Background: an optimization exercise with open tools, aiming at small area. Do not read the settings as production practice. RTL that was checked went through simulation tests only; none was proved equivalent to the original. For run 6, only the layout was checked, not whether the RTL still works. The clock cells of runs 1 to 3 and 5 to 7 come from the design's own scripts or RTL, not from TritonCTS. The clock input has no modelled driver; a real chip could not lean on it and would need a root buffer or a full tree. No activity file was given, so power comes from the tool's default toggle rates.

### flow/flow/run.sh
#!/bin/bash
# Own layout flow: the standard layout (standard.sh), with two changes:
#  - synthesis is the standard synthesis script, except that ABC maps the
#    logic with an area-oriented script (flow/abc_area.script);
#  - the port buffers that global placement inserts are buf_1 cells;
#  - the clock tree is a few clock buffers fed by the clock port
#    (flow/cts_groups.tcl).
set -euo pipefail
W=$(pwd)
FL=$W/flow

# standard synthesis script, with the ABC mapping script swapped
{
  cat <<'TCL'
proc abc {args} {
  set i [lsearch -exact $args -script]
  if { $i >= 0 } { lset args [expr {$i + 1}] $::env(MY_ABC_SCRIPT) }
  yosys abc {*}$args
}
TCL
  cat "$W/synth_recipe.tcl"
} > "$W/own_synth.tcl"

export MY_ABC_SCRIPT="$FL/abc_area.script"
export BUFFER_PORTS_ARGS="-buffer_cell sky130_fd_sc_hd__buf_1"
# clock tree: a few clock buffers, each fed by the clock port
export PRE_CTS_TCL="$FL/cts_groups.tcl"
export CLKBUF_CELL=${CLKBUF_CELL:-sky130_fd_sc_hd__clkbuf_8}
export CLKBUF_GROUPS=${CLKBUF_GROUPS:-4}
export CLOCK_PORT_NET=clk

bash "$W/standard.sh" SYNTH_SCRIPT="$W/own_synth.tcl" finish > "$W/flow_make.log" 2>&1
### flow/constraint.sdc
create_clock -name core_clock -period 5.0 [get_ports {clk}]
set_input_delay 1.0000 -clock core_clock [delete_from_list [all_inputs] [get_ports {clk}]]
set_output_delay 1.0000 -clock core_clock [all_outputs]
set_load 0.01 [all_outputs]
### flow/standard.sh
#!/bin/bash
# synth_recipe.tcl (not shown) runs the flow's synth.tcl, then flattens the netlist and writes it again
# the make line also repeats each setting of config.mk as NAME=value (left out here)
make -C /OpenROAD-flow-scripts/flow DESIGN_CONFIG=/design/flow/config.mk WORK_HOME=/design/flow/orfs CLKGATE_MAP_FILE= SYNTH_SCRIPT=/design/flow/synth_recipe.tcl "${@:-finish}"
### flow/design.v
module flash_dri
(
    input   wire        clk,
    input   wire        rst_n,
    output  reg         fls_sck,
    output  reg         fls_ncs,
    output  reg         fls_sdo,
    input   wire        fls_sdi,
    input   wire        start,
    input   wire [2:0]  mod_sel,
    input   wire [23:0] fls_addr,
    input   wire [7:0]  fls_write,
    output  reg  [7:0]  fls_read,
    output  reg         frd_en,
    output  reg  [23:0] frd_addr,
    output  reg  [7:0]  frd_data,
    output  reg  [15:0] id,
    output  reg         busy
);
localparam C_WFREE  = 3'd0;
localparam C_WEN    = 3'd1;
localparam C_ERASE  = 3'd2;
localparam C_WR     = 3'd3;
localparam C_RD     = 3'd4;
localparam C_FRD    = 3'd5;
localparam C_ID     = 3'd6;
localparam C_SECTOR = 3'd7;
reg  [8:0] f;
reg  [7:0] rx;
wire [2:0] fbyte = f[8:6];
wire [2:0] fbit  = f[5:3];
wire is_wfree = (mod_sel == C_WFREE);
wire is_frd   = (mod_sel == C_FRD);
wire is_rd    = (mod_sel == C_RD);
wire is_id    = (mod_sel == C_ID);
localparam [63:0] OPS   = {8'h20, 8'h90, 8'h0b, 8'h03, 8'h02, 8'hc7, 8'h06, 8'h05};
localparam [23:0] LASTS = {3'd5, 3'd7, 3'd7, 3'd6, 3'd6, 3'd2, 3'd2, 3'd3};
wire [7:0] op   = OPS[{mod_sel, 3'b000} +: 8];
wire [2:0] last = LASTS[mod_sel * 3 +: 3];
wire has_addr = (mod_sel == C_WR) | (mod_sel == C_RD) | (mod_sel == C_SECTOR);
wire has_data = (mod_sel == C_WR);
wire [7:0] pay_byte;
genvar bi;
generate
    for (bi = 0; bi < 8; bi = bi + 1) begin : g_pay
        wire [3:0] col = {fls_write[bi], fls_addr[bi], fls_addr[8+bi], fls_addr[16+bi]};
        assign pay_byte[bi] = col[{fbyte[2], fbyte[0]}];
    end
endgenerate
wire pay_bit = pay_byte[~fbit];
wire pay_ok  = (fbyte[2] ? ~fbyte[1] : fbyte[1]) &
               (fbyte[2] & fbyte[0] ? has_data : has_addr);
wire tx_bit  = (fbyte[2:1] == 2'b00) ? op[fbyte[0] ? ~fbit : 3'd7] : (pay_ok & pay_bit);
wire idle    = (f == 9'd0);
wire f_pre   = (fbyte == 3'd0) & (f[5:0] == 6'd62);       
wire at_cap  = (f[5:0] == 6'd61);                        
wire at_end  = (f[5:0] == 6'd0) & (fbyte == last) &
               (is_wfree ? ~rx[0] : is_frd ? (&frd_addr) : 1'b1);
wire hold_hi = (is_wfree & (fbyte == 3'd3)) | (is_frd & (fbyte == 3'd7));
wire frd_load = is_frd & at_cap & (fbyte == 3'd0);
wire frd_cap  = is_frd & at_cap & fbyte[2] & fbyte[1];
wire rd_cap   = is_rd  & at_cap & (fbyte == 3'd5);
wire id_cap   = is_id  & at_cap & ((fbyte == 3'd5) | (fbyte == 3'd6));
always @(posedge clk) begin
    if (!rst_n)
        f <= 9'd0;
    else if (start)
        f <= 9'd61;
    else if (idle | at_end)
        f <= 9'd0;
    else begin
        f[5:0] <= f[5:0] + 6'd1;
        if ((&f[5:0]) & ~hold_hi)
            f[8:6] <= f[8:6] + 3'd1;
    end
end
always @(posedge clk) begin
    if (f[2:0] == 3'd2)
        rx <= {rx[6:0], fls_sdi};
end
always @(posedge clk) begin
    if (!rst_n) begin
        busy     <= 1'b0;
        fls_ncs  <= 1'b1;
        fls_sck  <= 1'b0;
        fls_sdo  <= 1'b0;
        frd_en   <= 1'b0;
    end else begin
        busy    <= f_pre | (busy & ~at_end);
        fls_ncs <= ~busy;
        fls_sck <= busy & (f[2] ^ (f[1] & f[0]));
        fls_sdo <= busy & tx_bit;
        frd_en  <= frd_cap;
    end
end
wire       rd_en  = rd_cap  | ~rst_n;
wire       id_en  = id_cap  | ~rst_n;
wire       frd_en_w = frd_cap | ~rst_n;
wire [7:0] rx_r   = rx & {8{rst_n}};
wire [7:0] idl_r  = id[7:0] & {8{rst_n}};
always @(posedge clk) begin
    if (rd_en)
        fls_read <= rx_r;
    if (frd_en_w)
        frd_data <= rx_r;
    if (id_en)
        id <= {idl_r, rx_r};
end
wire [2:0] blk_c;
assign blk_c[0] = frd_cap;
assign blk_c[1] = blk_c[0] & (&frd_addr[7:0]);
assign blk_c[2] = blk_c[1] & (&frd_addr[15:8]);
wire [24:0] addr_c;
genvar gi;
generate
    for (gi = 0; gi < 24; gi = gi + 1) begin : g_addr
        if (gi % 8 == 0) begin : g_blk
            assign addr_c[gi+1] = blk_c[gi/8] & frd_addr[gi];
            always @(posedge clk)
                frd_addr[gi] <= rst_n & (frd_load | (frd_addr[gi] ^ blk_c[gi/8]));
        end else begin : g_rip
            assign addr_c[gi+1] = addr_c[gi] & frd_addr[gi];
            always @(posedge clk)
                frd_addr[gi] <= rst_n & (frd_load | (frd_addr[gi] ^ addr_c[gi]));
        end
    end
endgenerate
endmodule
### flow/flow/abc_area.script
strash
dch
amap
topo
### flow/flow/cts_groups.tcl
# PRE_CTS hook: the clock tree is CLKBUF_GROUPS clock buffers, each driven
# directly by the clock port and each driving one group of registers.  The
# groups are balanced: the registers are split recursively across their
# wider spread, in proportion to the number of groups on each side.  Each
# buffer sits at its group's centroid.
proc cts_groups { pts k } {
  if { $k <= 1 } { return [list $pts] }
  set xs [lsort -real [lmap p $pts { lindex $p 1 }]]
  set ys [lsort -real [lmap p $pts { lindex $p 2 }]]
  set axis [expr { ([lindex $xs end] - [lindex $xs 0]) >= ([lindex $ys end] - [lindex $ys 0]) ? 1 : 2 }]
  set pts [lsort -real -index $axis $pts]
  set k1 [expr { $k / 2 }]
  set n1 [expr { round([llength $pts] * double($k1) / $k) }]
  return [concat [cts_groups [lrange $pts 0 [expr { $n1 - 1 }]] $k1] \
    [cts_groups [lrange $pts $n1 end] [expr { $k - $k1 }]]]
}
proc clock_tree_synthesis {args} {
  set block [ord::get_db_block]
  set dbu [$block getDbUnitsPerMicron]
  set pts {}
  foreach inst [$block getInsts] {
    if { [string match "*df*" [[$inst getMaster] getName]] } {
      set box [$inst getBBox]
      lappend pts [list [$inst getName] [expr { ([$box xMin] + [$box xMax]) / 2.0 / $dbu }] \
        [expr { ([$box yMin] + [$box yMax]) / 2.0 / $dbu }]]
    }
  }
  set c 0
  foreach g [cts_groups $pts $::env(CLKBUF_GROUPS)] {
    set sx 0.0
    set sy 0.0
    set pins {}
    foreach p $g {
      set sx [expr { $sx + [lindex $p 1] }]
      set sy [expr { $sy + [lindex $p 2] }]
      lappend pins [get_pins "[lindex $p 0]/CLK"]
    }
    set x [expr { $sx / [llength $g] }]
    set y [expr { $sy / [llength $g] }]
    puts "clock buffer $c at ($x, $y) for [llength $g] registers"
    insert_buffer -buffer_cell $::env(CLKBUF_CELL) -net [get_nets $::env(CLOCK_PORT_NET)] \
      -load_pins $pins -location [list $x $y] -buffer_name clkbuf_${c}_clk -net_name clknet_${c}_clk
    incr c
  }
  set_propagated_clock [all_clocks]
}
### flow/config.mk
export PLATFORM = sky130hd
export DESIGN_NAME = flash_dri
export DESIGN_NICKNAME = flash_dri
export VERILOG_FILES = /design/flow/design.v
export SDC_FILE = /design/flow/constraint.sdc
export NUM_CORES = 4
export LEC_CHECK = 0
export CAP_MARGIN = 20
export CORE_MARGIN = 2
export CORE_UTILIZATION = 70
export PLACE_DENSITY = 0.85
export SLEW_MARGIN = 20
==> summary.txt, run 1 <==
- The max-slew violation count is 0.
- Tracing the worst setup path back leads to its startpoint at mod_sel[2].
- Global routing finished with a remaining overflow of 0.
- After technology mapping, the gate count stands at 333.
- The count of final hold-check violations is 0.
- Across the run, the number of max-cap violations was 0.
- The final-report setup violation count is 0.
- The power density of the placed cells is approximately 250 mW/mm².
- The critical path startpoint category is an input pin.
- The required time of the critical path is a little over 5 ns.
- In the final layout, the share of cells above drive strength 1 is about 1.6%.
- By area the synthesized netlist is led by edfxtp_1, dfxtp_1, ha_1, nor2_1, nand2_1.
- The proportion of synthesized chip area in sequential cells is a little under three fifths.
- For this run, design rule violations remaining after detail routing come to 0.
- Summing all multi-input logic gate instances after layout gives around 0.0014 mm².
- The first-pass iteration count of the detailed router is 4.
- In this run the tool buffered the top-level ports with roughly 100 buffer cells.
- For this run, the slowest stage of the critical path takes just under 0.3 ns.
- The design draws roughly 0.0010 W.
- The final layout contains between 500 and 600 nets.
- The area of the mapped netlist is between 0.003 and 0.004 mm².
- Relative to the synthesized area, the layout overhead comes to 15.5%.
- The later-pin clock latency in the skew report is 0.17 ns.
- The first global-routing pass estimated between 10000 and 15000 µm of wire.
- The placer congestion estimate is 1.07.
- Hold repair after CTS inserted 0 buffers.
- The site row count is 25.
- A synthesized cell averages just over 10 µm².
- Synthesis inferred 78 register bits.
- The static power due to leakage is roughly 1.5 nW.
- The total die area is 0.00550 mm².
- Registers take between 0.0015 and 0.002 mm².
- In this run the tightest slew margin relative to its limit is around 41%.
- Using the TritonRoute via totals, the vias-per-cell ratio works out to between 5 and 6.
- Summing all placed instances gives a cell area of 0.00393 mm².
- The detail route stage leaves a number of antenna-violating nets equal to 0.
- The total half-perimeter wirelength after legalization and detailed placement is about 5500 µm.
- The actual slew at the worst max-slew pin is between 0.8 and 0.9 ns.
- The initial utilization of the core area, before any placement, comes to roughly 73%.
- For the worst setup path, the data arrival time is roughly 3.8 ns.
- The worst voltage drop across the vdd grid is about 0.22 mV.
- The path class of the tightest hold or removal check is flip-flop to flip-flop.
- The startpoint identified for the worst hold timing path is rx[3].
- The floorplan die width is around 74 µm.
- Among cell families on the critical path, the largest total delay comes from simple AND/OR/NAND/NOR gates.
- Clock-pin slew was measured on the worst setup and hold paths at between 0.1 and 0.15 ns.
- The depth of the most critical reg-to-reg path is 16.
- Summed over all instances, the cell type with the most area after synthesis is edfxtp_1.
- The startpoint of the lowest-slack register-to-register path is f[3].
- The sort of element at the end of the critical path is a flip-flop.
- The average wire length per cell after detail routing is 14.8 µm.
- The cell depth of the worst min-delay path is 0.
- The number of global-route vias before repair was 2670.
- The number of nets in the synthesized netlist is 404.
- The final layout contains routed wiring with a total length of approximately 7500 µm.
- The run finished with no timing, DRC or antenna violations.
- Buffers added to address setup during post-CTS repair amount to 0.
- Once the clock tree was built, the resizer swapped 0 gates to a different size.
- The peak clock frequency supported by timing is 272 MHz.
- The top-area cell type share of the netlist area is about a third.
- The first routing iteration left between 200 and 300 violations.
- The total number of yosys warnings is 1.
- The total negative setup slack is 0 ns.
- Setup repair after global routing left no endpoint under its margin.
- By startpoint and endpoint, the worst setup path is classified as input pin to flip-flop.
- The repair_antennas step left the layout with diodes totalling 0.
- The number of buffers and inverters on the critical path is 2.
- The total routing usage reported by global routing is a little over a quarter.
- The via total after detailed routing is roughly 2900.
- The logic depth of the worst path, buffers included is 18.
- The final setup skew is between 0.015 and 0.02 ns.
- The initial antenna violation count is 0.
- The area of all placed cells without fillers is roughly 0.004 mm².
- Fill cells in the final layout number approximately 280.
- Entering global routing, the biggest net connects 44 pins.
- The maximum fanout along the worst path is 8.
- The ratio of final minimum period to clock period is 73.6%.
- The cell that appears most often on the critical path is ha_1.
- The slowest stage cell on the critical path is nor3_1.
- The signal on the critical path passes through buf_1 > clkinv_1 > nor2_1 > and2_0 > nand2_1 > nor3_1 > nand2_1 > nor3_1 > ha_1 > ha_1 > ha_1 > ha_1 > ha_1 > ha_1 > ha_1 > xor2_1 > nor2_1 > nor2_1.
- Counting distinct cell types in the post-synthesis netlist gives 28.
- The minimum period implied by the final worst setup slack is 3.68 ns.
- In this run the vertical extent of the chip is around 74 µm.
- The floorplan step defined a core boundary enclosing ~0.0047 mm².
- In this run the count of I/O pins placed on the die edge is 100.
-- cell families (layout without fill, tap and decap cells) --
logic type / after synthesis / in the layout / share of synthesized area (%)
DFF: 78 / 78 / 56.9
AOI/OAI and AO/OA: 51 / 51 / 9.66
xor gates and xnor gates: 3 / 3 / 0.762
adders and majority gates: 32 / 32 / 11.6
buffers and inverters: 23 / 129 / 2.50
and+or+nand+nor: 146 / 146 / 18.5
-- final cells by class, clock buffers not listed --
class,count,area share [%]
Inverter,23,2.17
Multi-Input combinational cell,232,35.1
Sequential cell,78,49.3
Timing Repair Buffer,102,9.90
Tap cell,67,2.11
-- worst reg2reg max path, cell delays in order (launching register included) --
cell and delay, ns:
dfxtp_1 0.51, nand4_1 0.20, nor2b_1 0.27, nand2_1 0.10
nor3_1 0.29, nand2_1 0.13, nor3_1 0.16, ha_1 0.17
ha_1 0.14, ha_1 0.14, ha_1 0.14, ha_1 0.15
ha_1 0.16, ha_1 0.16, xor2_1 0.15, nor2_1 0.05
nor2_1 0.08
-- power by group --
part | internal, W | switching (W) | total (W)
clock | 0.0000748 | 0.000146 | 0.000221
combinational | 0.0000312 | 0.0000555 | 0.0000867
sequential | 0.000693 | 0.0000128 | 0.000706
-- through the flow --
stage / cells / hold slack (ns) / utilization, % / setup slack, ns
after floorplan: 333 / 0.418 / - / 1.66
after global placement: 502 / 0.427 / 83.1 / 1.35
after detailed placement: 502 / 0.429 / 83.1 / 1.21
after CTS: 506 / 0.454 / 84.3 / 1.35
after global routing: 506 / 0.464 / 84.3 / 1.01
final: 506 / 0.452 / 84.3 / 1.32
-- path summary, 6_finish.rpt --
path,endpoint,slack [ns]
worst max-delay path,frd_addr[23],1.32
worst min-delay path,rx[4],0.45
worst min register to register,rx[4],0.45
worst max register to register,frd_addr[23],1.94
-- per-layer routing --
metal	vias up	part of all wire, %	track usage, %	wire length, µm
met4	0	2.2	6.67	165
met1	1336	41	35.8	3050
li1	1394	-	-	-
met2	112	52	50.1	3870
met3	21	5.4	1.76	403
met5	-	0	0	0
-- registers in the layout, summed over array words and instances (netlist names) --
signal,count
frd_addr,24
busy,1
fls_ncs,1
rx,8
id,16
fls_sdo,1
fls_read,8
f,9
frd_en,1
fls_sck,1
frd_data,8
-- synthesized netlist by cell type --
library cell	number
nor2_1	75
edfxtp_1	40
dfxtp_1	38
ha_1	32
nand2_1	29
clkinv_1	23
nor2b_1	17
o22ai_1	15
a31oi_1	9
nor3_1	8
o21ai_0	8
nand4_1	7
a21oi_1	6
a221oi_1	3
nand3_1	3
or3_1	3
xor2_1	3
a2111oi_0	2
a22oi_1	2
o221ai_1	2
a221o_1	1
and2_0	1
and3_1	1
nand2b_1	1
o211ai_1	1
o22a_1	1
o32a_1	1
or2_0	1
-- placed cells by master, fill, tap and decap left out --
cell        n
a22oi_1     2
dfxtp_1    38
and2_0      1
edfxtp_1   40
o22a_1      1
o32a_1      1
a2111oi_0   2
a221oi_1    3
a21oi_1     6
nor2b_1    17
clkbuf_8    4
xor2_1      3
a221o_1     1
ha_1       32
buf_4       3
a31oi_1     9
or3_1       3
buf_1      99
o221ai_1    2
nand2b_1    1
nand2_1    29
clkinv_1   23
nor3_1      8
nand3_1     3
and3_1      1
o211ai_1    1
nand4_1     7
or2_0       1
o22ai_1    15
nor2_1     75
o21ai_0     8
==> inputs of run 2 (changes only) <==
--- a/flow/design.v
+++ b/flow/design.v
@@ -51,22 +51,22 @@
 wire pay_ok  = (fbyte[2] ? ~fbyte[1] : fbyte[1]) &
                (fbyte[2] & fbyte[0] ? has_data : has_addr);
 wire tx_bit  = (fbyte[2:1] == 2'b00) ? op[fbyte[0] ? ~fbit : 3'd7] : (pay_ok & pay_bit);
-wire idle    = (f == 9'd0);
-wire f_pre   = (fbyte == 3'd0) & (f[5:0] == 6'd62);       
+wire pre     = ~busy & f[5];
+wire f_pre   = pre & f[1];                                
 wire at_cap  = (f[5:0] == 6'd61);                        
-wire at_end  = (f[5:0] == 6'd0) & (fbyte == last) &
+wire at_end  = (f[5:0] == 6'd0) & (fbyte >= last) &
                (is_wfree ? ~rx[0] : is_frd ? (&frd_addr) : 1'b1);
-wire hold_hi = (is_wfree & (fbyte == 3'd3)) | (is_frd & (fbyte == 3'd7));
-wire frd_load = is_frd & at_cap & (fbyte == 3'd0);
+wire hold_hi = &fbyte;
+wire frd_load = is_frd & pre & f[0];                     
 wire frd_cap  = is_frd & at_cap & fbyte[2] & fbyte[1];
-wire rd_cap   = is_rd  & at_cap & (fbyte == 3'd5);
-wire id_cap   = is_id  & at_cap & ((fbyte == 3'd5) | (fbyte == 3'd6));
+wire rd_cap   = is_rd  & at_cap & fbyte[2] & fbyte[0];
+wire id_cap   = is_id  & at_cap & fbyte[2] & (fbyte[1] | fbyte[0]);
 always @(posedge clk) begin
     if (!rst_n)
         f <= 9'd0;
     else if (start)
         f <= 9'd61;
-    else if (idle | at_end)
+    else if (at_end | ~(busy | f[5]))
         f <= 9'd0;
     else begin
         f[5:0] <= f[5:0] + 6'd1;
--- a/flow/flow/run.sh
+++ b/flow/flow/run.sh
@@ -25,8 +25,8 @@
 export BUFFER_PORTS_ARGS="-buffer_cell sky130_fd_sc_hd__buf_1"
 # clock tree: a few clock buffers, each fed by the clock port
 export PRE_CTS_TCL="$FL/cts_groups.tcl"
-export CLKBUF_CELL=${CLKBUF_CELL:-sky130_fd_sc_hd__clkbuf_8}
-export CLKBUF_GROUPS=${CLKBUF_GROUPS:-4}
+export CLKBUF_CELL=${CLKBUF_CELL:-sky130_fd_sc_hd__clkbuf_16}
+export CLKBUF_GROUPS=${CLKBUF_GROUPS:-3}
 export CLOCK_PORT_NET=clk
 
 bash "$W/standard.sh" SYNTH_SCRIPT="$W/own_synth.tcl" finish > "$W/flow_make.log" 2>&1
==> flow/flow/abc_area.script (replaced) <==
strash
balance
rewrite
refactor
balance
rewrite
rewrite -z
balance
refactor -z
rewrite -z
balance
dch
amap
topo
--- a/flow/config.mk
+++ b/flow/config.mk
@@ -8,5 +8,6 @@
 export CAP_MARGIN = 20
 export CORE_MARGIN = 2
 export CORE_UTILIZATION = 70
+export GPL_TIMING_DRIVEN = 0
 export PLACE_DENSITY = 0.85
 export SLEW_MARGIN = 20
==> run 2 against run 1 <==
- clock skew fell by 0.0048 ns
- die area fell by 1.2%
- total power rose by 2.8%
- first-iteration DRC count fell by 34%
- flip-flop and latch count did not move
- area after synthesis fell by 1.3%
- sequential share of layout area rose by 0.26 points
- clock power rose by 17%
- maximum frequency rose by 5.4%
- core utilization rose by 0.11 points
- critical path depth fell by 9
==> summary.txt, run 2 <==
- The wire length of the first global-routing pass is 10700 µm.
- The xor and xnor area share after synthesis is less than 1%.
- The synthesized design contains 40 enable-type register cells.
- The core footprint is between 0.004 and 0.005 mm².
- The proportion of synthesized chip area in sequential cells is around 58%.
- Timing would allow up to approximately 290 MHz.
- In the final routed layout, each cell accounts on average for approximately 15 µm.
- The critical path goes through clkinv_1 > ha_1 > o21a_1 > o21a_1 > o221a_1 > nor2_1 > o21ai_0 > or2_0 > a221oi_1.
- The count of final hold-check violations was 0.
- The cell type with the highest occurrence count on the critical path is o21a_1.
- The number of hold buffers added after cts is 0.
- The post-synth net total is 383.
- The number of global-route vias before repair is around 2400.
- The number of fill cells in the layout is 235.
- In the synthesized netlist the dominant register cell turns out to be edfxtp_1.
- The setup check on the worst reg-to-reg path leaves a slack of 1.51 ns.
- The area growth from synthesis to final layout is 16.3%.
- After global routing the overflow that remains totals 0.
- For this run, the number of Yosys warnings is 1.
- The post-route netlist has under 10% of its cells at a drive strength greater than 1.
- The maximum fanout along the worst path is 23.
- In the final layout, the registers with the most flip-flops are frd_addr (24), id (16), f (9).
- The minimum period implied by the final worst setup slack is 3.49 ns.
- The worst setup path is launched from a flip-flop.
- The site row count is 25.
- By count the netlist is led by nor2_1, edfxtp_1, dfxtp_1.
- The capture point of the critical path is f[6].
- Setup repair after global routing left no endpoint under its margin.
- In this run the worst hold path is classified as flip-flop to flip-flop.
- The cell area that synthesis handed to floorplanning was around 0.0034 mm².
- The clock-pin slew reported for the worst setup and hold paths after clock tree synthesis is approximately 0.10 ns.
- The repair_antennas step left the layout with diodes totalling 0.
- By area, the combinational part of the netlist is dominated by simple AND/OR/NAND/NOR gates.
- The flow ran to the end and the layout has no timing, DRC or antenna violations.
- Headroom to the max-slew limit came out at just under 50%.
- The proportion of register bits with asynchronous set or reset after synthesis is 0%.
- The floorplan die width is approximately 74 µm.
- The tool flagged a number of max-cap violations equal to 0.
- The depth of the most critical reg-to-reg path is 9.
- The placer congestion estimate is 0.890.
- A synthesized cell averages 10.9 µm².
- The count of unresolved DRC violations after routing is 0.
- The register with the most flip-flops is frd_addr.
- Counting distinct cell types in the post-synthesis netlist gives 26.
- The post-route antenna net violation count is 0.
- The global-route met1 utilization is 32.1%.
- The number of buffers added for setup after CTS is 0.
- The largest total area in the synthesized netlist belongs to edfxtp_1.
- The ratio of final minimum period to clock period is 69.8%.
- The total negative setup slack is 0 ns.
- The initial core utilization is between 70% and 80%.
- The net count of the finished layout is around 490.
- Summing the areas of all fa, ha and maj instances in the mapped netlist gives roughly an eighth of the synthesized area.
- The number of standard cells after synthesis is 312.
- The total of cells resized after clock tree synthesis is 0.
- 100 I/O pins were placed.
- Entering global routing, the biggest net connects 43 pins.
- The simple-gate share of the synthesized area is 17.1%.
- In the global route stage, met3 resource usage came out at approximately 1.5%.
- The via total after detailed routing is between 2000 and 3000.
- The max-slew violation count is 0.
- The startpoint of the lowest-slack register-to-register path is f[6].
- In this run, the number of DRC markers left after iteration 0 of detailed routing was between 150 and 200.
- By area the synthesized netlist is led by edfxtp_1, dfxtp_1, ha_1, nor2_1, o221ai_1.
- The end of the worst register-to-register path is f[6].
- For the pin with the worst max-slew slack, the measured transition is between 0.7 and 0.8 ns.
- In this run the biggest area consumer among cell types represents 35.3% of the synthesized area.
- The die covers about 0.0054 mm².
- The slowest stage cell on the critical path is dfxtp_1.
- The cell depth of the worst min-delay path is 0.
- The total half-perimeter wirelength after legalization and detailed placement is 5290 µm.
- STA classifies the critical path endpoint as a flip-flop.
- The most instantiated library cell after synthesis is nor2_1.
- In this run, synthesis produced a sequential element count of between 70 and 80.
- In this run the worst setup path begins at f[6].
- The analysis attributes to cell leakage a power of roughly 1.5 nW.
- On the worst path, the slowest cell contributes a delay of 0.71 ns.
- The detail-routed via count per cell is 5.81.
- The most frequent standard cell in the layout excluding fill and tap cells is buf_1.
- The power density of the placed cells is 263 mW/mm².
- The first-pass iteration count of the detailed router is 4.
- The final setup skew is 0.0111 ns.
- Input and output buffers added on the ports amount to just under 100.
- Total power for the finished layout comes to between 0.001 and 0.0015 W.
- The required time of the critical path is ~5.1 ns.
- The global routing usage on met2 is approximately 46%.
- Across the VDD grid, the largest voltage drop is slightly above 0.2 mV.
- The layer flagged by global routing as most heavily used is met2.
- The flip-flop count of the largest register, all copies and words added is 24.
- In this run the vertical extent of the chip is 73.7 µm.
- The complex-gate fraction of the synthesized area is between 10% and 20%.
- Data on the critical path arrives at its endpoint at roughly 3.6 ns.
- The total routing usage reported by global routing is roughly a quarter.
- The top cell types in the final layout, fill and taps aside, are buf_1, nor2_1, edfxtp_1, dfxtp_1, ha_1.
- The later-pin clock latency in the skew report is 0.16 ns.
- Wires add up to between 7000 and 8000 µm.
- The initial antenna violation count is 0.
- Measured against the total synthesized area, the mux share comes to 0%.
- Setup violations remaining at the end of the flow were counted as 0.
- The critical path class is flip-flop to flip-flop.
==> run 2: cell count changes after synthesis, moves of 3 or more <==
cell	previous run	this run
nand2_1	29	12
o221ai_1	2	16
o22ai_1	15	5
nor2_1	75	67
a31oi_1	9	3
nand3_1	3	9
o21ai_0	8	13
nor4_1	0	3
or3_1	3	0
==> run 2: metal layers <==
layer  up-vias  part of all wire (%)
met1      1280                    42
met3        12                   5.0
met5         -                     0
li1       1353                     -
met4         0                   1.5
met2        99                    52
==> run 2: worst min path at each step <==
stage / to / start
3_3_place_gp: rx[5] / rx[4]
5_1_grt: rx[7] / rx[6]
4_1_cts: rx[7] / rx[6]
6_report: rx[7] / rx[6]
3_5_place_dp: rx[7] / rx[6]
2_1_floorplan: rx[2] / rx[1]
==> run 2: per-stage QoR <==
stage                     std cells  cell area [µm²]  setup WS [ns]  hold slack [ns]  util [%]
final                           472             3960           1.51            0.442      84.4
after global routing            472             3960           1.19            0.449      84.4
after CTS                       472             3960           1.57            0.443      84.4
after detailed placement        469             3880           1.46            0.425      82.8
after global placement          465             3840          0.138            0.426      81.9
after floorplan                 312             3400           1.34            0.418         -
==> run 2: logic make-up (layout without fill, tap and decap cells) <==
family,Yosys count,count (layout)
flip-flops,78,78
AO/OA/AOI/OAI,50,50
adder cells (fa/ha/maj),32,32
buffers and inverters,21,127
AND/OR/NAND/NOR,128,128
XOR/XNOR,3,3
==> run 2: worst max-delay path: cells and delay by family (launching register included) <==
family / cells / cell delay (ns)
compound gates: 5 / 1.02
flops: 1 / 0.71
buf+inv: 1 / 0.70
fa+ha+maj: 1 / 0.50
simple gates: 2 / 0.45
==> run 2: area by class of cell, clock buffers not listed <==
type                       count  area (µm²)  area share [%]
timing repair buffer         103         399            10.1
tap                           54        67.6            1.71
multi-input combinational    213        1380            34.7
inverter                      21        80.1            2.02
sequential                    78        1960            49.6
==> run 2: power breakdown <==
group | switching, W | internal, W
Clock | 0.000147 | 0.000110
Combinational | 0.0000539 | 0.0000298
Sequential | 0.0000104 | 0.000690
Total | 0.000212 | 0.000831
==> inputs of run 3 (changes only) <==
--- a/flow/config.mk
+++ b/flow/config.mk
@@ -8,6 +8,5 @@
 export CAP_MARGIN = 20
 export CORE_MARGIN = 2
 export CORE_UTILIZATION = 70
-export GPL_TIMING_DRIVEN = 0
 export PLACE_DENSITY = 0.85
 export SLEW_MARGIN = 20
==> run 3 against run 2 <==
- synthesized cell count stayed put
- clock power hardly changed
- cell count is 0.21% lower
- critical path type unchanged
==> summary.txt, run 3 <==
- After synthesis, the largest area contributor takes up roughly a third of total cell area.
- The die height is around 74 µm.
- The initial antenna violation count is 0.
- The total I/O pin count is 100.
- The endpoint with the worst hold slack is rx[5].
- The cell depth of the worst min-delay path is 0.
- Entering global routing, the biggest net connects 38 pins.
- In the synthesized netlist the async set-or-reset flop fraction comes to 0%.
- The most frequent standard cell in the layout excluding fill and tap cells is buf_1.
- On the final layout, the worst clock skew is between 0.015 and 0.02 ns.
- In this run the most critical hold path is launched from rx[4].
- The startpoint identified for the worst register-to-register timing path is f[6].
- The top cell types in the final layout, fill and taps aside, are buf_1, nor2_1, edfxtp_1, dfxtp_1, ha_1.
- The worst hold path belongs to the class flip-flop to flip-flop.
- The actual slew at the worst max-slew pin is about 0.7 ns.
- The total die area is between 0.005 and 0.006 mm².
- The floorplan die width is between 70 and 80 µm.
- The number of global-route vias before repair was 2446.
- The cell type with the highest occurrence count on the critical path is o21a_1.
- For the worst setup path, the data arrival time is approximately 3.6 ns.
- The cell count after synthesis came out at 312.
- The required time of the critical path is about 5 ns.
- The worst slew margin relative to its limit is 54.4%.
- Sorting the synthesized cells by area gives the leading types as edfxtp_1, dfxtp_1, ha_1, nor2_1, o221ai_1.
- The final-report setup violation count is 0.
- The flip-flop count of the largest register, all copies and words added is 24.
- The analysis attributes to cell leakage a power of roughly 1.5 nW.
- The worst-case hold slack is 0.448 ns.
- The total half-perimeter wirelength after legalization and detailed placement is about 5400 µm.
- The count of final hold-check violations is 0.
- The end of the worst register-to-register path is f[6].
- Counting instances in the post-synthesis netlist gives the leading cell types as nor2_1, edfxtp_1, dfxtp_1.
- The core region is ~0.0047 mm².
- The critical path class is flip-flop to flip-flop.
- For this run, the number of Yosys warnings is 1.
- Dividing the synthesized area by the synthesized cell count gives 10.9 µm².
- Grouping stages by cell kind, the critical path spends the most delay in compound AO/OA/AOI/OAI gates.
- Across all layers, the routed design uses 2780 vias.
- The power density of the placed cells is between 200 and 300 mW/mm².
- The total of cells resized after clock tree synthesis is 0.
- The final critical path takes up 69.6% of the cycle.
- The layout cell share with drive strength beyond 1 is 1.92%.
- The synthesis-stage register bit count is 78.
- Measured in cells, the most critical reg-to-reg path has a length of 9.
- The first-pass iteration count of the detailed router is 4.
- Among all cell types in the netlist, the one instantiated most often is nor2_1.
- In the final layout, the registers with the most flip-flops are frd_addr (24), id (16), f (9).
- Measured against the total synthesized area, the mux share comes to 0%.
- Setup slack on the worst reg-to-reg path comes out at approximately 1.5 ns.
- In the synthesized netlist the dominant register cell turns out to be edfxtp_1.
- The post-synth net total is approximately 380.
- The count of antenna diodes in the layout is 0.
- Derived from the worst setup path, the maximum achievable clock frequency is roughly 290 MHz.
- Input and output buffers added on the ports amount to 99.
- The area of the mapped netlist is between 0.003 and 0.004 mm².
- The average wire length per cell after detail routing is around 15 µm.
- The synthesized design spends more area on one cell type than any other, namely edfxtp_1.
- The combined buffer and inverter count along the critical path is 1.
- After synthesis, the largest family of logic cells by area is simple AND/OR/NAND/NOR gates.
- The final layout contains 490 nets.
- Summing the areas of all compound-gate instances in the mapped netlist gives 10.4% of the synthesized area.
- More flip-flops sit in one register than any other, and that register is frd_addr.
- The tool flagged a number of max-cap violations equal to 0.
- The total negative setup slack is 0 ns.
- The detail-routed via count per cell is 5.90.
- The worst setup path is launched from a flip-flop.
- The first global-routing pass estimated 11200 µm of wire.
- On the critical path, the stage with the largest delay is an instance of dfxtp_1.
- The area growth from synthesis to layout is 16.1%.
- The congestion estimate from routability-driven global placement came to a little under 1.
- The first routing iteration left about 200 violations.
- In this run the core area contains 25 standard-cell rows.
- The simple-gate share of the synthesized area is between 10% and 20%.
- The clock reaches the later pin of the worst-skew pair after approximately 0.16 ns.
- The routed wire length is ~7200 µm.
- The xor and xnor area share after synthesis is less than 1%.
- Buffers inserted to repair hold after CTS numbered 0.
- The post-synthesis cell type count is 26.
- The number of buffers added for setup after CTS is 0.
- Once the floorplan was initialized, standard cells occupied between 70% and 80% of the core.
- Setup repair after global routing left no endpoint under its margin.
- The sort of element at the end of the critical path is a flip-flop.
- The share of the Yosys chip area taken by registers is between 50% and 60%.
- The max-slew violation count is 0.
- The remaining global-route overflow is 0.
- The signal on the critical path passes through clkinv_1 > ha_1 > o21a_1 > o21a_1 > o221a_1 > nor2_1 > o21ai_0 > or2_0 > a221oi_1.
- After detailed routing, the number of remaining DRC violations is 0.
- The number of fill cells in the layout is 286.
- The longest individual stage delay on the worst path is 0.72 ns.
- The minimum period implied by the final worst setup slack is approximately 3.5 ns.
- The detail route stage leaves a number of antenna-violating nets equal to 0.
- Clock-pin slew was measured on the worst setup and hold paths at about 0.10 ns.
- The flow ran to the end and the layout has no timing, DRC or antenna violations.
- Yosys mapped a number of flops with a built-in enable equal to 40.
- Global routing consumed, over all layers together, 25.9% of the routing resources.
- The share of synthesized cell area in full adder, half adder and majority cells is between 10% and 20%.
- The worst-case IR drop observed on VDD is approximately 0.28 mV.
- Along the worst path, the maximum fanout reaches 23.
## run 3: cell counts after synthesis
Identical to the previous run, type by type.
## run 3: cell families after synthesis
family          Yosys count
compound gates           50
xor+xnor                  3
fa+ha+maj                32
buf+inv                  21
flops                    78
simple gates            128
## run 3: layout make-up, clock buffers not listed
cell class	count	area, µm²	share of cell area, %
tap	54	67.6	1.71
timing repair buffer	102	394	9.97
sequential	78	1960	49.6
multi-input combinational	213	1380	34.8
inverter	21	78.8	1.99
## run 3: stage by stage
step | util (%) | area, µm² | setup slack (ns) | total power, W | cells
CTS | 84.2 | 3950 | 1.55 | 0.00104 | 471
global route | 84.2 | 3950 | 1.23 | 0.00108 | 471
floorplan | - | 3400 | 1.34 | 0.000761 | 312
finish | 84.2 | 3950 | 1.52 | 0.00104 | 471
global placement | 82.6 | 3880 | 1.56 | 0.000796 | 468
detailed placement | 82.6 | 3880 | 1.46 | 0.000800 | 468
## run 3: worst max-delay path by stage
stage / cells past startpoint / slack, ns / to / from
after floorplan: 3 / 1.34 / id[0] / f[6]
after global placement: 16 / 1.56 / frd_addr[23] / mod_sel[1]
after detailed placement: 16 / 1.46 / frd_addr[7] / mod_sel[1]
after CTS: 9 / 1.55 / f[6] / f[6]
after global routing: 9 / 1.23 / f[6] / f[6]
final: 9 / 1.52 / f[6] / f[6]
## run 3: metal layers
metal  global-route usage (%)  vias to the layer above  wire [µm]
li1                         -                     1351          -
met1                     33.4                     1331       3030
met2                     49.0                       90       3810
met3                     1.51                        8        322
met4                     3.64                        0         80
met5                        0                        -          0
## run 3: where the power goes
part           internal, W  switching (W)  total (W)
logic            0.0000299      0.0000546  0.0000844
registers         0.000691      0.0000108   0.000701
clock network     0.000110       0.000146   0.000257
total             0.000831       0.000212    0.00104
==> inputs of run 4 (changes only) <==
--- a/flow/flow/run.sh
+++ b/flow/flow/run.sh
@@ -25,8 +25,8 @@
 export BUFFER_PORTS_ARGS="-buffer_cell sky130_fd_sc_hd__buf_1"
 # clock tree: a few clock buffers, each fed by the clock port
 export PRE_CTS_TCL="$FL/cts_groups.tcl"
-export CLKBUF_CELL=${CLKBUF_CELL:-sky130_fd_sc_hd__clkbuf_16}
-export CLKBUF_GROUPS=${CLKBUF_GROUPS:-3}
+export CLKBUF_CELL=${CLKBUF_CELL:-sky130_fd_sc_hd__clkbuf_8}
+export CLKBUF_GROUPS=${CLKBUF_GROUPS:-4}
 export CLOCK_PORT_NET=clk
 
 bash "$W/standard.sh" SYNTH_SCRIPT="$W/own_synth.tcl" finish > "$W/flow_make.log" 2>&1
--- a/flow/config.mk
+++ b/flow/config.mk
@@ -7,6 +7,6 @@
 export LEC_CHECK = 0
 export CAP_MARGIN = 20
 export CORE_MARGIN = 2
-export CORE_UTILIZATION = 70
-export PLACE_DENSITY = 0.85
+export CORE_UTILIZATION = 85
+export PLACE_DENSITY = 0.92
 export SLEW_MARGIN = 20
==> run 4 against run 3 <==
- the flow now stops in 3_3_place_gp
- synthesized cell count unchanged
- area after synthesis unchanged
==> summary.txt, run 4 <==
- Of the post-synthesis cell area, the dominant cell type holds 35.3%.
- The most instantiated library cell after synthesis is nor2_1.
- The initial core utilization is about nine tenths.
- The proportion of synthesized chip area in sequential cells is just under 60%.
- In this run, synthesis inferred 40 flip-flops with an integrated enable.
- The post-synth net total is ~380.
- The die is 67.3 µm wide.
- After synthesis the netlist holds a flip-flop and latch count of 78.
- Sorting the synthesized cells by area gives the leading types as edfxtp_1, dfxtp_1, ha_1, nor2_1, o221ai_1.
- The floorplan step set the die height to 67.3 µm.
- After synthesis, the mean cell area works out to ~11 µm².
- For this run, the leading register cell type out of synthesis is edfxtp_1.
- The first error in the log reads "[ERROR GPL-0301] Utilization 107.195 % exceeds 100%".
- By count the netlist is led by nor2_1, edfxtp_1, dfxtp_1.
- For this run, the number of Yosys warnings is 1.
- The area of the mapped netlist is between 0.003 and 0.004 mm².
- The number of standard cells after synthesis is around 310.
- The flow did not finish.
- The flow stopped in 3_3_place_gp.
- The proportion of register bits with asynchronous set or reset after synthesis is 0%.
- The dominant cell type by area after synthesis is edfxtp_1.
- The floorplan has 22 rows.
- The number of buffers inserted by port buffering is 99.
- After synthesis, the netlist uses 26 different library cells.
- 100 I/O pins were placed.
-- run 4: cell counts after synthesis --
Identical to the previous run, type by type.
-- run 4: cell families after synthesis --
kind of cell	after synthesis	synth area share [%]
AOI/OAI and AO/OA	50	10.4
xor gates and xnor gates	3	0.772
adders and majority gates	32	11.8
buffers and inverters	21	2.32
DFF	78	57.6
and+or+nand+nor	128	17.1
==> inputs of run 5 (changes only) <==
--- a/flow/config.mk
+++ b/flow/config.mk
@@ -7,6 +7,6 @@
 export LEC_CHECK = 0
 export CAP_MARGIN = 20
 export CORE_MARGIN = 2
-export CORE_UTILIZATION = 85
-export PLACE_DENSITY = 0.92
+export CORE_UTILIZATION = 75
+export PLACE_DENSITY = 0.88
 export SLEW_MARGIN = 20
==> run 5 against run 4 <==
- the run now finishes clean
- area after synthesis did not move
- synthesized cell count did not move
==> summary.txt, run 5 <==
- Of the total power, combinational logic draws 8.5%.
- The critical path startpoint category is an input pin.
- The post-synthesis cell type count is 26.
- The die height is ~71 µm.
- For this run, the number of Yosys warnings is 1.
- Post-CTS repair changed the size of 0 cells.
- The minimum period implied by the final worst setup slack is 3.52 ns.
- For this design the ratio of total power to cell area is between 200 and 300 mW/mm².
- The number of buffers added for setup after CTS is 0.
- The required time of the critical path is about 5.1 ns.
- The post-synth net total is 383.
- In the layout the commonest cells are buf_1, nor2_1, edfxtp_1, dfxtp_1, ha_1.
- Buffers placed on the I/O ports in this run total 99.
- The initial core utilization is just under 80%.
- The max-slew violation count is 0.
- By count the netlist is led by nor2_1, edfxtp_1, dfxtp_1.
- The reported net switching power is 0.000214 W.
- The via total after detailed routing is about 2900.
- The area growth from synthesis to final layout is 15.5%.
- The synthesized area divided by synthesized cell count is approximately 11 µm².
- The number of global-route vias before repair came to roughly 2600.
- Of the total power, the share spent switching nets is 21.2%.
- Sorting the synthesized cells by area gives the leading types as edfxtp_1, dfxtp_1, ha_1, nor2_1, o221ai_1.
- The synthesized design contains 40 enable-type register cells.
- The peak clock frequency supported by timing is ~280 MHz.
- The clock reaches the later pin of the worst-skew pair after approximately 0.17 ns.
- Of all nets on the critical path, the largest fanout is 5.
- After the first detailed-routing iteration, the DRC count stood at 240.
- The run finished with no timing, DRC or antenna violations.
- The met1 wire length is between 2000 and 3000 µm.
- The static power due to leakage is approximately 1.5 nW.
- The total negative setup slack is 0 ns.
- After detailed placement, the design holds a cell count of between 400 and 500.
- Across the VDD grid, the largest voltage drop is 0.215 mV.
- In the final layout, the registers with the most flip-flops are frd_addr (24), id (16), f (9).
- In this run the core area contains 24 standard-cell rows.
- The cell area that synthesis handed to floorplanning was about 0.0034 mm².
- Once detailed placement completed, the half-perimeter wirelength came to a little under 6000 µm.
- The max-cap check violation count is 0.
- The worst setup path is captured at a flip-flop.
- The floorplan step defined a die boundary enclosing between 0.005 and 0.006 mm².
- The congestion estimate from routability-driven global placement came to 0.982.
- The remaining global-route overflow is 0.
- The worst setup path is of the input pin to flip-flop kind.
- The total met3 wirelength after detailed routing is approximately 550 µm.
- The clock arrives with 0.0151 ns of skew.
- The average wire length per cell after detail routing is around 17 µm.
- The clock-pin slew reported for the worst setup and hold paths after clock tree synthesis is approximately 0.11 ns.
- The detail-routed via count per cell is ~6.
- The most common cell in the synthesized netlist is nor2_1.
- At the worst endpoint, the arrival time is about 3.6 ns.
- In the final design database the tool counted just under 500 nets.
- The total met2 wirelength after detailed routing is between 4000 and 5000 µm.
- The floorplan die width is 71.4 µm.
- The dominant cell type by area after synthesis is edfxtp_1.
- The synthesis-stage register bit count is around 80.
- 0 antenna diodes ended up in the layout.
- The detail route stage leaves a number of antenna-violating nets equal to 0.
- The ratio of final minimum period to clock period is a little over two thirds.
- Setup repair after global routing left no endpoint under its margin.
- The cell count after synthesis came out at roughly 310.
- The most used flip-flop cell after synthesis is edfxtp_1.
- The number of hold buffers added after cts is 0.
- The filler-free cell count of the finished design is 470.
- More flip-flops sit in one register than any other, and that register is frd_addr.
- For this run, the register share of the synthesized area comes to between 50% and 60%.
- 100 I/O pins were placed.
- Entering global routing, the biggest net connects 38 pins.
- The cell-internal power is ~0.00080 W.
- The total area of sequential cells is between 0.0015 and 0.002 mm².
- The multi-input logic area is 0.00138 mm².
- The actual slew at the worst max-slew pin is 0.711 ns.
- The worst slew margin relative to its limit is between 50 and 60%.
- The region available for standard cell placement spans 0.00435 mm².
- The count of final hold-check violations was 0.
- The share of total power dissipated in sequential elements is between 60% and 70%.
- The initial antenna violation count is 0.
- The design draws around 0.0010 W.
- After detailed routing, the number of remaining DRC violations is 0.
- The number of fill cells in the layout is roughly 200.
- The flip-flop count of the largest register, all copies and words added is 24.
- In this run the biggest area consumer among cell types represents between 30% and 40% of the synthesized area.
- The first-pass iteration count of the detailed router is 5.
- The clock network accounts for a little over a fifth of the total power.
- The wire length of the first global-routing pass is about 12000 µm.
- For this run, asynchronously set or reset flops after synthesis account for 0%.
- The highest layer used for signal routing is met4.
- The most frequent standard cell in the layout excluding fill and tap cells is buf_1.
- Setup violations remaining at the end of the flow were counted as 0.
- The total routing usage reported by global routing is between 30% and 40%.
- The tightest min-delay check is of the flip-flop to flip-flop type.
- The layout cell share with drive strength beyond 1 is ~2.2%.
- The routed wire length is approximately 7900 µm.
## run 5: cell counts after synthesis
No cell type changed its count.
## run 5: final timing paths
kind / startpoint / endpoint / slack (ns) / cells after the start
min reg2reg: rx[4] / rx[5] / 0.45 / 0
max: mod_sel[0] / frd_addr[23] / 1.48 / 15
min: rx[4] / rx[5] / 0.45 / 0
max reg2reg: f[6] / f[6] / 1.51 / 9
## run 5: per-layer routing
metal	GRT usage [%]	vias to the layer above
met2	57.1	161
met4	7.97	0
met3	2.25	35
met5	0	-
li1	-	1353
met1	37.4	1308
## run 5: power by group through the flow
stage / clock network (W) / registers (W) / logic [W]
floorplan: 0 / 0.000722 / 0.0000389
global placement: 0 / 0.000714 / 0.0000807
detailed placement: 0 / 0.000716 / 0.0000837
CTS: 0.000221 / 0.000701 / 0.0000848
global route: 0.000243 / 0.000704 / 0.0000940
finish: 0.000222 / 0.000701 / 0.0000859
## run 5: stage by stage
stage	cell area (µm²)	setup WS, ns	hold WS (ns)	util [%]
after global routing	3930	1.16	0.472	90.3
after floorplan	3400	1.34	0.418	-
after global placement	3870	1.56	0.423	89.0
after detailed placement	3870	1.40	0.432	89.0
final	3930	1.48	0.452	90.3
after CTS	3930	1.52	0.457	90.3
## run 5: logic make-up (layout without fill, tap and decap cells)
| group | count (synthesis) | count (layout) | share of synthesized area, % |
|---|---|---|---|
| flip-flops | 78 | 78 | 57.6 |
| buffers and inverters | 21 | 127 | 2.32 |
| adder cells (fa/ha/maj) | 32 | 32 | 11.8 |
| XOR/XNOR | 3 | 3 | 0.772 |
| AO/OA/AOI/OAI | 50 | 50 | 10.4 |
| AND/OR/NAND/NOR | 128 | 128 | 17.1 |
## run 5: critical path: stages
cell	delay, ns
buf_1	0.22
nand3_1	0.22
nor3_1	0.28
nand2_1	0.21
nor3_1	0.26
ha_1	0.20
ha_1	0.18
ha_1	0.17
ha_1	0.16
ha_1	0.15
ha_1	0.14
ha_1	0.15
xor2_1	0.15
nor2_1	0.06
nor2_1	0.08
## run 5: final cells by class, clock buffers not listed
| cell class | instances | share of cell area [%] |
|---|---|---|
| inverter | 21 | 2.01 |
| multi-input combinational | 213 | 35.0 |
| sequential | 78 | 49.9 |
| tap | 52 | 1.66 |
| timing repair buffer | 102 | 10.0 |
==> inputs of run 6 (changes only) <==
--- a/flow/design.v
+++ b/flow/design.v
@@ -34,9 +34,17 @@
 wire is_rd    = (mod_sel == C_RD);
 wire is_id    = (mod_sel == C_ID);
 localparam [63:0] OPS   = {8'h20, 8'h90, 8'h0b, 8'h03, 8'h02, 8'hc7, 8'h06, 8'h05};
-localparam [23:0] LASTS = {3'd5, 3'd7, 3'd7, 3'd6, 3'd6, 3'd2, 3'd2, 3'd3};
 wire [7:0] op   = OPS[{mod_sel, 3'b000} +: 8];
-wire [2:0] last = LASTS[mod_sel * 3 +: 3];
+wire [7:0] end_byte = {
+    fbyte[2] & fbyte[0],                 
+    &fbyte,                              
+    &fbyte,                              
+    fbyte[2] & fbyte[1],                 
+    fbyte[2] & fbyte[1],                 
+    fbyte[1],                            
+    fbyte[1],                            
+    fbyte[2] | (fbyte[1] & fbyte[0])     
+};
 wire has_addr = (mod_sel == C_WR) | (mod_sel == C_RD) | (mod_sel == C_SECTOR);
 wire has_data = (mod_sel == C_WR);
 wire [7:0] pay_byte;
@@ -54,8 +62,11 @@
 wire pre     = ~busy & f[5];
 wire f_pre   = pre & f[1];                                
 wire at_cap  = (f[5:0] == 6'd61);                        
-wire at_end  = (f[5:0] == 6'd0) & (fbyte >= last) &
-               (is_wfree ? ~rx[0] : is_frd ? (&frd_addr) : 1'b1);
+wire addr_g0 = &frd_addr[7:0];
+wire addr_g1 = &frd_addr[15:8];
+wire addr_g2 = &frd_addr[23:16];
+wire at_end  = (f[5:0] == 6'd0) & end_byte[mod_sel] &
+               (is_wfree ? ~rx[0] : is_frd ? (addr_g0 & addr_g1 & addr_g2) : 1'b1);
 wire hold_hi = &fbyte;
 wire frd_load = is_frd & pre & f[0];                     
 wire frd_cap  = is_frd & at_cap & fbyte[2] & fbyte[1];
@@ -93,23 +104,21 @@
         frd_en  <= frd_cap;
     end
 end
-wire       rd_en  = rd_cap  | ~rst_n;
-wire       id_en  = id_cap  | ~rst_n;
-wire       frd_en_w = frd_cap | ~rst_n;
-wire [7:0] rx_r   = rx & {8{rst_n}};
-wire [7:0] idl_r  = id[7:0] & {8{rst_n}};
+wire       rd_ld  = rst_n & rd_cap;
+wire       rd_hd  = rst_n & ~rd_cap;
+wire       id_ld  = rst_n & id_cap;
+wire       id_hd  = rst_n & ~id_cap;
+wire       frd_ld = rst_n & frd_cap;
+wire       frd_hd = rst_n & ~frd_cap;
 always @(posedge clk) begin
-    if (rd_en)
-        fls_read <= rx_r;
-    if (frd_en_w)
-        frd_data <= rx_r;
-    if (id_en)
-        id <= {idl_r, rx_r};
+    fls_read <= ({8{rd_ld}}  & rx) | ({8{rd_hd}}  & fls_read);
+    frd_data <= ({8{frd_ld}} & rx) | ({8{frd_hd}} & frd_data);
+    id       <= ({16{id_ld}} & {id[7:0], rx}) | ({16{id_hd}} & id);
 end
 wire [2:0] blk_c;
 assign blk_c[0] = frd_cap;
-assign blk_c[1] = blk_c[0] & (&frd_addr[7:0]);
-assign blk_c[2] = blk_c[1] & (&frd_addr[15:8]);
+assign blk_c[1] = blk_c[0] & addr_g0;
+assign blk_c[2] = blk_c[1] & addr_g1;
 wire [24:0] addr_c;
 genvar gi;
 generate
==> flow/flow/abc_area.script (replaced) <==
&get -n
&st
&dch -x
&nf -R 1000 -C 32 -F 20 -A 20 -E 100 -Q 100 -p
&put
==> run 6 against run 5 <==
- clock power about the same
- combinational power decreased by 33%
- sequential share of layout area decreased by 6.9 points
- first-iteration DRC count decreased by 36%
- core utilization decreased by 1.5 points
- global-route usage decreased by 1.5 points
- synthesized cell count decreased by 13%
- highest routed layer unchanged
==> summary.txt, run 6 <==
- The flow ran to the end and the layout has no timing, DRC or antenna violations.
- After floorplanning, the core was divided into 24 placement rows.
- Buffers inserted to repair hold after CTS numbered 0.
- The longest individual stage delay on the worst path is around 0.56 ns.
- The detail-routed via count per cell is 6.15.
- The clock network is responsible for about a quarter of the overall power.
- The die is roughly 70 µm tall.
- The total routing usage reported by global routing is 28.7%.
- The worst register-to-register path has a setup slack of ~1.6 ns.
- The type of the tightest min-delay check is flip-flop to flip-flop.
- The initial antenna violation count was 0.
- Each instance of the synthesized netlist takes up on average roughly 12 µm².
- The most frequent standard cell in the layout excluding fill and tap cells is buf_1.
- The worst path meets setup with roughly 1.4 ns of slack.
- In this run the static leakage power is about 1.5 nW.
- The top-area cell type share of the netlist area is a little over two fifths.
- The worst register-to-register path has a depth of 11.
- Cells fill around nine tenths of the core in the end.
- The core footprint is between 0.004 and 0.005 mm².
- The worst setup path is captured at a flip-flop.
- At the end of routability-driven placement, the weighted congestion stood at 0.912.
- The leading register cell type out of synthesis is dfxtp_1.
- IR analysis of the VDD net gives a maximum drop of 0.221 mV.
- Clock latency on the worst-skew pair, taken at its later pin, is 0.17 ns.
- For this design, the slowest cell found on the critical path is nor4_1.
- The internal portion of the total power is around 0.00074 W.
- Prior to clock tree synthesis, the placed netlist has a worst setup slack of about 1.2 ns.
- Entering global routing, the biggest net connects 35 pins.
- In this run the critical register-to-register path is launched from f[8].
- The register with the most flip-flops in the layout has 24 of them.
- The post-route antenna net violation count is 0.
- The number of buffers inserted by port buffering is 99.
- After layout, the worst path uses between 70% and 80% of the clock period.
- In the synthesized netlist, the cells that appear most often are dfxtp_1, a22o_1, ha_1.
- Timing would allow up to 277 MHz.
- The largest registers in the layout are frd_addr (24), id (16), f (9).
- The proportion of synthesized chip area in sequential cells is between 40% and 50%.
- The post-synthesis cell type count is 38.
- From left edge to right edge, the die measures 70.3 µm.
- The total half-perimeter wirelength after legalization and detailed placement is around 5400 µm.
- The global-route met1 utilization is a little under two fifths.
- Max-cap violations in this run came to 0.
- The initial core utilization is between 70% and 80%.
- The cell depth of the worst min-delay path is 1.
- By startpoint and endpoint, the worst setup path is classified as input pin to flip-flop.
- The global routing usage on met2 is 51.6%.
- Summing every instance area after synthesis gives around 0.0033 mm².
- The total I/O pin count is 100.
- The endpoint with the worst hold slack is id[8].
- The share of total power in combinational logic is between 6 and 7%.
- Summed over all failing endpoints, the final setup total negative slack is 0 ns.
- Net switching is between 20% and 30% of the power.
- met2 is the most crowded layer.
- The count of antenna diodes in the layout is 0.
- The power density of the placed cells is 243 mW/mm².
- The routed wire length is between 7000 and 8000 µm.
- The max-slew violation count is 0.
- The count of final hold-check violations was 0.
- The net count of the finished layout is ~450.
- The minimum period implied by the final worst setup slack is ~3.6 ns.
- The most numerous cell type found on the critical path is ha_1.
- The most instantiated library cell after synthesis is dfxtp_1.
- The worst register-to-register path ends at frd_addr[22].
- The required time of the critical path is roughly 5.1 ns.
- The remaining global-route overflow is 0.
- The first-pass iteration count of the detailed router is 5.
- Of all cell types, the one taking the most synthesized area is dfxtp_1.
- The critical path startpoint category is an input pin.
- The post-synth net total is about 340.
- Setup repair after global routing left no endpoint under its margin.
- The total placed cells including tap cells is 425.
- Per report_power, the sequential group accounts for about 70% of the total.
- The library cells used most frequently in the layout, excluding fill and tap cells, are buf_1, dfxtp_1, a22o_1, ha_1, o21a_1.
- The startpoint of the worst setup timing path is mod_sel[2].
- The clock-pin slew reported for the worst setup and hold paths after clock tree synthesis is 0.12 ns.
- Setup violations remaining at the end of the flow were counted as 0.
- For this run, the number of standard cells in the final layout without fillers is around 430.
- In this run the post-CTS setup repair buffer count came out at 0.
- In the global route stage, met3 resource usage came out at ~3.3%.
- Summing over every cut layer, the via total after detailed routing is between 2000 and 3000.
- After synthesis, the share of flip-flops with an asynchronous set or reset is 0%.
- Synthesis inferred just under 80 register bits.
- The worst hold path begins at id[8].
- The wire length of the first global-routing pass is approximately 12000 µm.
- The first routing iteration left 154 violations.
- The number of synthesized flops with an enable pin is 8.
- Of the cells placed in the final design, the portion with a size suffix greater than 1 is 4.77%.
- The reported net switching power is roughly 0.00019 W.
- The actual slew at the worst max-slew pin is ~0.9 ns.
- The critical path goes through buf_1 > nand3_1 > nor4_1 > and3_1 > ha_1 > ha_1 > ha_1 > ha_1 > ha_1 > ha_1 > ha_1 > o21a_1.
- Data on the critical path arrives at its endpoint at approximately 3.7 ns.
- The worst slew margin relative to its limit is between 40% and 50%.
- The die covers slightly below 0.005 mm².
- In this run the worst path has a maximum fanout of 10.
- From synthesis to final layout, the design area changed by 15.6%.
- After detailed routing, the average wire length per cell comes to 16.8 µm.
- By area the synthesized netlist is led by dfxtp_1, ha_1, a22o_1, edfxtp_1, mux4_2.
- The total number of yosys warnings is 1.
- Ranked by flip-flop count, first place goes to frd_addr.
- The final setup skew is 0.0153 ns.
- In the routed design, unresolved DRC markers number 0.
- The number of standard cells after synthesis is 272.
- The total of cells resized after clock tree synthesis is 0.
- The number of global-route vias before repair is 2539.
-- run 6: power groups by stage --
stage | logic (W) | clock network [W] | registers [W]
2_1_floorplan | 0.0000292 | 0 | 0.000658
3_3_place_gp | 0.0000530 | 0 | 0.000659
3_5_place_dp | 0.0000564 | 0 | 0.000660
4_1_cts | 0.0000568 | 0.000223 | 0.000645
5_1_grt | 0.0000632 | 0.000243 | 0.000647
6_report | 0.0000573 | 0.000225 | 0.000646
-- run 6: worst max-delay path by stage --
stage,end,slack [ns],cells past startpoint
2_1_floorplan,frd_addr[15],1.52,4
3_3_place_gp,frd_addr[22],1.37,12
3_5_place_dp,frd_addr[22],1.24,12
4_1_cts,frd_addr[22],1.41,12
5_1_grt,frd_addr[23],1.17,13
6_report,frd_addr[22],1.39,12
-- run 6: cell type report, clock buffers not listed --
type / instances / area (µm²)
inverter: 8 / 30.0
fill: 220 / 482
sequential: 78 / 1640
multi-input combinational: 186 / 1630
timing repair buffer: 101 / 387
tap: 52 / 65.1
-- run 6: metrics by stage --
stage / power, W / area (µm²) / hold WS [ns]
5_1_grt: 0.000953 / 3810 / 0.512
6_report: 0.000928 / 3810 / 0.494
2_1_floorplan: 0.000687 / 3300 / 0.476
3_3_place_gp: 0.000712 / 3750 / 0.459
4_1_cts: 0.000925 / 3810 / 0.494
3_5_place_dp: 0.000716 / 3750 / 0.465
-- run 6: metal layers --
layer,share of wire (%),vias up
li1,-,1262
met1,41,1250
met2,51,112
met3,5.6,14
met4,1.8,0
met5,0,-
-- run 6: kinds of logic (layout without fill, tap and decap cells) --
| logic type | count (synthesis) | count (layout) | synth area share, % |
|---|---|---|---|
| AO/OA/AOI/OAI | 80 | 80 | 18.7 |
| XOR/XNOR | 9 | 9 | 2.39 |
| adder cells (fa/ha/maj) | 31 | 31 | 11.8 |
| buffers and inverters | 8 | 113 | 0.911 |
| flip-flops | 78 | 78 | 49.8 |
| multiplexers | 13 | 13 | 7.78 |
| AND/OR/NAND/NOR | 53 | 53 | 8.65 |
-- run 6: worst max-delay path, delay by kind of cell --
kind / cells / cell delay [ns]
AOI/OAI and AO/OA: 1 / 0.18
adders and majority gates: 7 / 1.14
and+or+nand+nor: 3 / 1.08
buffers and inverters: 1 / 0.30
==> inputs of run 7 (changes only) <==
--- a/flow/design.v
+++ b/flow/design.v
@@ -47,18 +47,16 @@
 };
 wire has_addr = (mod_sel == C_WR) | (mod_sel == C_RD) | (mod_sel == C_SECTOR);
 wire has_data = (mod_sel == C_WR);
-wire [7:0] pay_byte;
-genvar bi;
-generate
-    for (bi = 0; bi < 8; bi = bi + 1) begin : g_pay
-        wire [3:0] col = {fls_write[bi], fls_addr[bi], fls_addr[8+bi], fls_addr[16+bi]};
-        assign pay_byte[bi] = col[{fbyte[2], fbyte[0]}];
-    end
-endgenerate
-wire pay_bit = pay_byte[~fbit];
-wire pay_ok  = (fbyte[2] ? ~fbyte[1] : fbyte[1]) &
-               (fbyte[2] & fbyte[0] ? has_data : has_addr);
-wire tx_bit  = (fbyte[2:1] == 2'b00) ? op[fbyte[0] ? ~fbit : 3'd7] : (pay_ok & pay_bit);
+wire [7:0] bsel = 8'd1 << (~fbit);
+wire y_f  = (fbyte == 3'd0);
+wire y_op = (fbyte == 3'd1);
+wire y_a2 = (fbyte == 3'd2) & has_addr;
+wire y_a1 = (fbyte == 3'd3) & has_addr;
+wire y_a0 = (fbyte == 3'd4) & has_addr;
+wire y_d  = (fbyte == 3'd5) & has_data;
+wire [7:0] col = ({8{y_op}} & op) | ({8{y_a2}} & fls_addr[23:16]) | ({8{y_a1}} & fls_addr[15:8]) |
+                 ({8{y_a0}} & fls_addr[7:0]) | ({8{y_d}} & fls_write);
+wire tx_bit = (y_f & op[7]) | (|(bsel & col));
 wire pre     = ~busy & f[5];
 wire f_pre   = pre & f[1];                                
 wire at_cap  = (f[5:0] == 6'd61);                        
@@ -72,37 +70,22 @@
 wire frd_cap  = is_frd & at_cap & fbyte[2] & fbyte[1];
 wire rd_cap   = is_rd  & at_cap & fbyte[2] & fbyte[0];
 wire id_cap   = is_id  & at_cap & fbyte[2] & (fbyte[1] | fbyte[0]);
-always @(posedge clk) begin
-    if (!rst_n)
-        f <= 9'd0;
-    else if (start)
-        f <= 9'd61;
-    else if (at_end | ~(busy | f[5]))
-        f <= 9'd0;
-    else begin
-        f[5:0] <= f[5:0] + 6'd1;
-        if ((&f[5:0]) & ~hold_hi)
-            f[8:6] <= f[8:6] + 3'd1;
-    end
-end
+wire       f_ld   = rst_n & start;
+wire       f_keep = rst_n & ~start & ~at_end & (busy | f[5]);
+wire [5:0] f_lo   = f[5:0] + 6'd1;
+wire [2:0] f_hi   = f[8:6] + {2'd0, (&f[5:0]) & ~hold_hi};
+always @(posedge clk)
+    f <= ({9{f_keep}} & {f_hi, f_lo}) | ({9{f_ld}} & 9'd61);
 always @(posedge clk) begin
     if (f[2:0] == 3'd2)
         rx <= {rx[6:0], fls_sdi};
 end
 always @(posedge clk) begin
-    if (!rst_n) begin
-        busy     <= 1'b0;
-        fls_ncs  <= 1'b1;
-        fls_sck  <= 1'b0;
-        fls_sdo  <= 1'b0;
-        frd_en   <= 1'b0;
-    end else begin
-        busy    <= f_pre | (busy & ~at_end);
-        fls_ncs <= ~busy;
-        fls_sck <= busy & (f[2] ^ (f[1] & f[0]));
-        fls_sdo <= busy & tx_bit;
-        frd_en  <= frd_cap;
-    end
+    busy    <= rst_n & (f_pre | (busy & ~at_end));
+    fls_ncs <= ~(rst_n & busy);
+    fls_sck <= rst_n & busy & (f[2] ^ (f[1] & f[0]));
+    fls_sdo <= rst_n & busy & tx_bit;
+    frd_en  <= rst_n & frd_cap;
 end
 wire       rd_ld  = rst_n & rd_cap;
 wire       rd_hd  = rst_n & ~rd_cap;
==> run 7 against run 6 <==
- critical path type unchanged
- first-iteration DRC count up 91%
- largest power group unchanged
- critical endpoint unchanged
- flip-flop and latch count unchanged
- synthesized cell count up 5.1%
- total power down 1.3%
- sequential power about the same
==> summary.txt, run 7 <==
- After global routing the overflow that remains totals 0.
- The number of standard cells after synthesis is around 290.
- After the last flow step, the layout net total stands at 460.
- The static power due to leakage is about 1.4 nW.
- The flow ran to the end and the layout has no timing, DRC or antenna violations.
- For this run, the total global-route usage over all layers was measured as 33.8%.
- At the later pin of the worst-skew pair, clock insertion delay measures 0.17 ns.
- The dominant cell type by area after synthesis is dfxtp_1.
- The count of unresolved DRC violations after routing is 0.
- Summing the sequential cell areas from Yosys gives roughly half of the chip area.
- The total of cells resized after clock tree synthesis is 0.
- In this run the worst hold path is classified as flip-flop to flip-flop.
- The number of DRC markers after the initial detailed-route iteration is approximately 290.
- The required time of the critical path is roughly 5 ns.
- Traced cell by cell, the critical path runs through buf_1 > nand3b_1 > nor3_1 > and3_1 > ha_1 > ha_1 > ha_1 > ha_1 > ha_1 > ha_1 > ha_1 > o21a_1.
- At the pin with the least slew margin, the transition time is ~1.1 ns.
- From bottom edge to top edge, the die measures ~70 µm.
- The total negative setup slack is 0 ns.
- The core footprint is about 0.0041 mm².
- The wire length of the first global-routing pass is 13600 µm.
- The area growth from synthesis to final layout is 16.3%.
- The number of buffers added for setup after CTS is 0.
- The cell area that synthesis handed to floorplanning was roughly 0.0032 mm².
- The layout cell share with drive strength beyond 1 is around 2.3%.
- The routed wire length is about 8300 µm.
- Max-cap violations in this run came to 0.
- Among all stages on the critical path, the largest delay is contributed by nor3_1.
- The register with the most flip-flops is frd_addr.
- Data on the critical path arrives at its endpoint at 3.63 ns.
- Counting flops with a built-in enable in the synthesized netlist gives 8.
- By startpoint and endpoint, the worst setup path is classified as input pin to flip-flop.
- The post-synth net total is around 350.
- The count of final hold-check violations is 0.
- The critical path's top delay family is adder cells.
- The die covers 0.00483 mm².
- Setup repair after global routing left no endpoint under its margin.
- The worst setup slack before clock tree synthesis is about 1.3 ns.
- In the post-route analysis, the smallest setup slack over all paths is roughly 1.4 ns.
- The number of buffers inserted by port buffering is 99.
- For this block, the via count after detailed routing is ~2900.
- The initial antenna violation count is 0.
- Measured along the x axis, the die boundary spans ~70 µm.
- The pin count of the biggest net entering global routing is 33.
- The synthesized area divided by synthesized cell count is roughly 11 µm².
- Of the available clock period, the critical path in the final layout requires between 70% and 80%.
- The max-slew violation count is 0.
- Among all cell types in the netlist, the one instantiated most often is dfxtp_1.
- Counting tap cells, the placed design contains a total of approximately 440 instances.
- The site row count is 23.
## run 7: logic make-up after synthesis
kind of cell             synth area share, %
AO/OA/AOI/OAI                           22.6
adder cells (fa/ha/maj)                 10.5
flip-flops                              51.0
AND/OR/NAND/NOR                         13.3
XOR/XNOR                                2.18
buffers and inverters                  0.466
## run 7: power by group
group          internal (W)   total, W  switching [W]
registers          0.000635   0.000643     0.00000817
logic             0.0000177  0.0000461      0.0000284
clock network     0.0000749   0.000226       0.000151
## run 7: path summary, 6_finish.rpt
check | startpoint | end | slack, ns | depth (start not counted)
max | mod_sel[2] | frd_addr[22] | 1.44 | 12
min reg2reg | frd_data[4] | frd_data[4] | 0.49 | 1
min | frd_data[4] | frd_data[4] | 0.49 | 1
max reg2reg | f[5] | frd_addr[22] | 1.81 | 12
## run 7: layer usage
metal  vias up  GRT usage, %  wire, µm
met1      1362          41.1      3170
met2       157          64.9      4400
met5         -             0         0
met4         0          6.75       181
li1       1334             -         -
met3        22          3.05       550
## run 7: through the flow
stage | total power (W) | hold WS (ns)
final | 0.000916 | 0.490
after floorplan | 0.000675 | 0.476
after CTS | 0.000910 | 0.489
after detailed placement | 0.000701 | 0.464
after global placement | 0.000698 | 0.455
after global routing | 0.000939 | 0.505
## run 7: layout make-up, clock buffers not listed
type | instances | area [µm²]
Fill cell | 155 | 313
Inverter | 4 | 15.0
Tap cell | 50 | 62.6
Sequential cell | 78 | 1640
Multi-Input combinational cell | 204 | 1580
Timing Repair Buffer | 102 | 394

Setup slack of run 7, layout unchanged: 1.441 ns with ideal ports, 1.457 ns with driving cells assumed (clock clkbuf_16, inputs buf_2), 1.231 ns with port delays also shifted by the 0.227 ns mid clock arrival.
